Background: an optimization exercise with open tools, aiming at small area. Do not read the settings as production practice. Function was checked by simulation only, so behaviour that the tests miss may differ from the original. The flow treats the clock pin as an ideal source. Dropping or thinning the clock tree relies on that and would not hold on a real chip. Power and IR drop assume default switching activity.

before:
==> flow/design.v <==
module OQ1_Stopwatch(AN, Seg, Dot, CLK, Start, RESET);
  output [3:0] AN;
  output [6:0] Seg;
  output Dot;
  input CLK, Start, RESET;
  reg  [5:0] ms;
  wire       ms_fb = ms[5] ^ ms[0] ^ (ms[4:2] == 3'b101);
  wire       scan  = (ms[4:2] == 3'b000);
  always @(posedge CLK or posedge RESET)
    if (RESET) ms <= 6'h05;
    else       ms <= {ms[4:0], ms_fb};
  reg  [11:0] ds;
  wire        ds_h  = ds[10] ? (~ds[6] | (ds[0] & ~ds[1])) : (ds[0] & ~ds[1] & ~ds[6]);
  wire        ds_z  = ((ds & 12'h6fe) == 12'h000);
  wire        tick  = ds[11] & ds_z;
  wire        ds_fb = (ds[11] ^ ds_h) | (Start & ~ds[11] & ds_z);
  always @(posedge CLK or posedge RESET)
    if (RESET) ds <= 12'h000;
    else       ds <= {ds[10:0], ds_fb};
  function [3:0] nx(input [3:0] d);
    nx = {(d[0] & d[1] & d[2]) | (d[0] & d[3]), (d[0] & d[1]), (d[0] & ~d[3]), ~(1'b0)};
  endfunction
  function is9(input [3:0] d);
    is9 = (d[0] & d[3]);
  endfunction
  function [6:0] sg(input [3:0] d);
    sg = {(d[0] & d[1] & d[2]) | (~d[1] & ~d[2] & ~d[3]), (d[0] & d[1]) | (d[1] & ~d[2]) | (d[0] & ~d[2] & ~d[3]), (d[0]) | (~d[1] & d[2]), (d[0] & ~d[1] & ~d[2]) | (~d[0] & ~d[1] & d[2]) | (d[0] & d[1] & d[2]), (~d[0] & d[1] & ~d[2]), (d[0] & ~d[1] & d[2]) | (~d[0] & d[1] & d[2]), (~d[0] & ~d[1] & d[2]) | (d[0] & ~d[1] & ~d[2] & ~d[3])};
  endfunction
  reg        pend;
  reg  [3:0] D0, D1, D2, D3;
  wire       e0 = scan & pend;
  wire       e1 = e0 & is9(D0);
  wire       e2 = e1 & is9(D1);
  wire       e3 = e2 & is9(D2);
  wire       first = D3[3] & D3[1];
  wire       clr3 = scan & first;
  always @(posedge CLK or posedge RESET)
    if (RESET) begin
      pend <= 1'b0;
      D0 <= 4'b0000; D1 <= 4'b0000; D2 <= 4'b0000; D3 <= 4'b1010;
    end else begin
      pend <= tick | (pend & ~scan);
      D0 <= D0 ^ ({4{e0}} & nx(D0));
      D1 <= D1 ^ ({4{e1}} & nx(D1));
      D2 <= D2 ^ ({4{e2}} & nx(D2));
      D3 <= D3 ^ (({4{e3}} & nx(D3)) | ({4{clr3}} & 4'b1010));
    end
  reg [1:0] sel;
  always @(posedge CLK or posedge RESET)
    if (RESET)     sel <= 2'b00;
    else if (scan) sel <= {sel[0], ~sel[1]};
  wire [3:0] an = {~(sel == 2'b10), ~(sel == 2'b11), ~(sel == 2'b01), ~(sel == 2'b00)};
  wire [3:0] dig = (D0 & {4{~an[0]}}) | (D1 & {4{~an[1]}}) | (D2 & {4{~an[2]}}) | (D3 & {4{~an[3]}});
  assign Seg = sg(dig);
  assign AN  = an;
  assign Dot = ~(~an[1] | (~an[0] & first));
endmodule
export LEC_CHECK = 0
export CAP_MARGIN = 20
export CORE_MARGIN = 2
export CORE_UTILIZATION = 30
export SLEW_MARGIN = 20
create_clock -name core_clock -period 10.0 [get_ports {CLK}]
standard.sh (not shown) runs the stock make flow with config.mk's settings and CLKGATE_MAP_FILE= SYNTH_SCRIPT=/design/flow/synth_recipe.tcl, a recipe that flattens the netlist after the stock synthesis.
==> flow/flow/run.sh <==
#!/bin/bash
# The standard layout with these changes:
#  - synthesis runs once for each ABC script flow/abc_*.script (area-oriented
#    mapping, some after ABC's &deepsyn), each in a work folder of its own,
#    and the run with the smallest netlist is kept; the runs differ only in
#    how ABC maps the logic between the registers, which it does not touch;
#  - the ports get buf_1 buffers;
#  - the clock tree uses clkbuf_4 and no dummy loads, and the clock port
#    drives its leaf buffers directly (post_cts.tcl).
set -euo pipefail
W=$PWD
R=$W/orfs/results/sky130hd/OQ1_Stopwatch/base
for s in $W/flow/abc_*.script; do
  n=$(basename $s .script)
  rm -rf $W/scripts_$n $W/orfs_$n
  cp -r $FLOW_HOME/scripts $W/scripts_$n
  cp $s $W/scripts_$n/abc_speed.script
  sed -e "s|WORK_HOME=[^ ]*|WORK_HOME=$W/orfs_$n|" -e '/^if \[\[/,$d' standard.sh > $W/standard_$n.sh
done
for s in $W/flow/abc_*.script; do
  n=$(basename $s .script)
  ( SCRIPTS_DIR=$W/scripts_$n bash $W/standard_$n.sh synth > $W/synth_$n.log 2>&1 || true ) &
  while [ $(jobs -r | wc -l) -ge ${NUM_CORES:-4} ]; do sleep 1; done
done
wait
best=""; best_area=""
for s in $W/flow/abc_*.script; do
  n=$(basename $s .script)
  f=$W/orfs_$n/reports/sky130hd/OQ1_Stopwatch/base/synth_stat.txt
  [[ -f $f && -f $W/orfs_$n/results/sky130hd/OQ1_Stopwatch/base/1_2_yosys.v ]] || continue
  a=$(awk '/Chip area for module/ {print $NF}' $f)
  echo "$n $a" >> $W/synth_areas.txt
  if [[ -z "$best" ]] || python3 -c "import sys; sys.exit(0 if $a < $best_area else 1)"; then
    best=$n; best_area=$a
  fi
done
echo "kept: $best $best_area" >> $W/synth_areas.txt
rm -rf $W/orfs $W/scripts
mv $W/orfs_$best $W/orfs
mv $W/scripts_$best $W/scripts
for s in $W/flow/abc_*.script; do
  n=$(basename $s .script)
  rm -rf $W/orfs_$n $W/scripts_$n
done
export SCRIPTS_DIR=$W/scripts
export BUFFER_PORTS_ARGS="-buffer_cell sky130_fd_sc_hd__buf_1"
export CTS_ARGS="-sink_clustering_enable -repair_clock_nets -dont_use_dummy_load -buf_list sky130_fd_sc_hd__clkbuf_4"
export POST_CTS_TCL=$W/flow/post_cts.tcl
cp $R/1_2_yosys.v $W/synth_netlist_orig.v
python3 flow/downsize.py $R/1_2_yosys.v $FLOW_HOME/platforms/sky130hd/lib/sky130_fd_sc_hd__tt_025C_1v80.lib > $W/downsize.log 2>&1
rm -f $R/1_synth.odb
bash standard.sh > $W/layout.log 2>&1
Other scripts of this flow, unchanged in this note and not shown: flow/flow/abc_a20s0.script, flow/flow/abc_a20s1.script, flow/flow/abc_a20s10.script, flow/flow/abc_a20s12.script, flow/flow/abc_a20s3.script, flow/flow/abc_a20s4.script, flow/flow/abc_f20s4.script, flow/flow/abc_n20s1.script, flow/flow/abc_n20s10.script, flow/flow/abc_n20s12.script, flow/flow/abc_n20s4.script, flow/flow/downsize.py, flow/flow/post_cts.tcl
diff inputs: before => after
--- a/flow/design.v
+++ b/flow/design.v
@@ -18,7 +18,7 @@
     if (RESET) ds <= 12'h000;
     else       ds <= {ds[10:0], ds_fb};
   function [3:0] nx(input [3:0] d);
-    nx = {(d[0] & d[1] & d[2]) | (d[0] & d[3]), (d[0] & d[1]), (d[0] & ~d[3]), ~(1'b0)};
+    nx = {(d[0] & d[1] & d[2]) | (d[0] & d[3]), (d[0] & d[1]), (d[0] & ~d[3]), 1'b1};
   endfunction
   function is9(input [3:0] d);
     is9 = (d[0] & d[3]);
Comparing before with after, the final wirelength came out essentially unchanged. Diff before..after | sum of routed wire segments on met1 | unchanged. Reported for before and after, via count turned out identical to the last digit. Re synthesis-to-layout area growth: no difference whatsoever between before and after. On chip width, before and after are basically level. after against before: sequential cell count level; clock power comparable.

==> afterwards: timing with drivers on the ports <==
No port has a modelled driver above. Below, the same layouts with a new extraction and two added sets of constraints. Step 1 assumes that a clkbuf_16 drives the clock port and a buf_2 every other input. Step 2 also shifts input and output timing later by t, the mid clock arrival at the registers, as if the neighbouring blocks saw the same clock. a / b / c = no drivers / after step 1 / after step 2; a / b = the first two.
run | t, ns | slack for setup (ns) | worst setup path after step 2 | clock arrival spread, ns
before | 0.197 | 5.691 / 5.646 / 5.843 | register to output | 0.036 / 0.035
after | 0.197 | 5.691 / 5.646 / 5.843 | register to output | 0.036 / 0.035
After both steps every run listed still meets setup and hold.
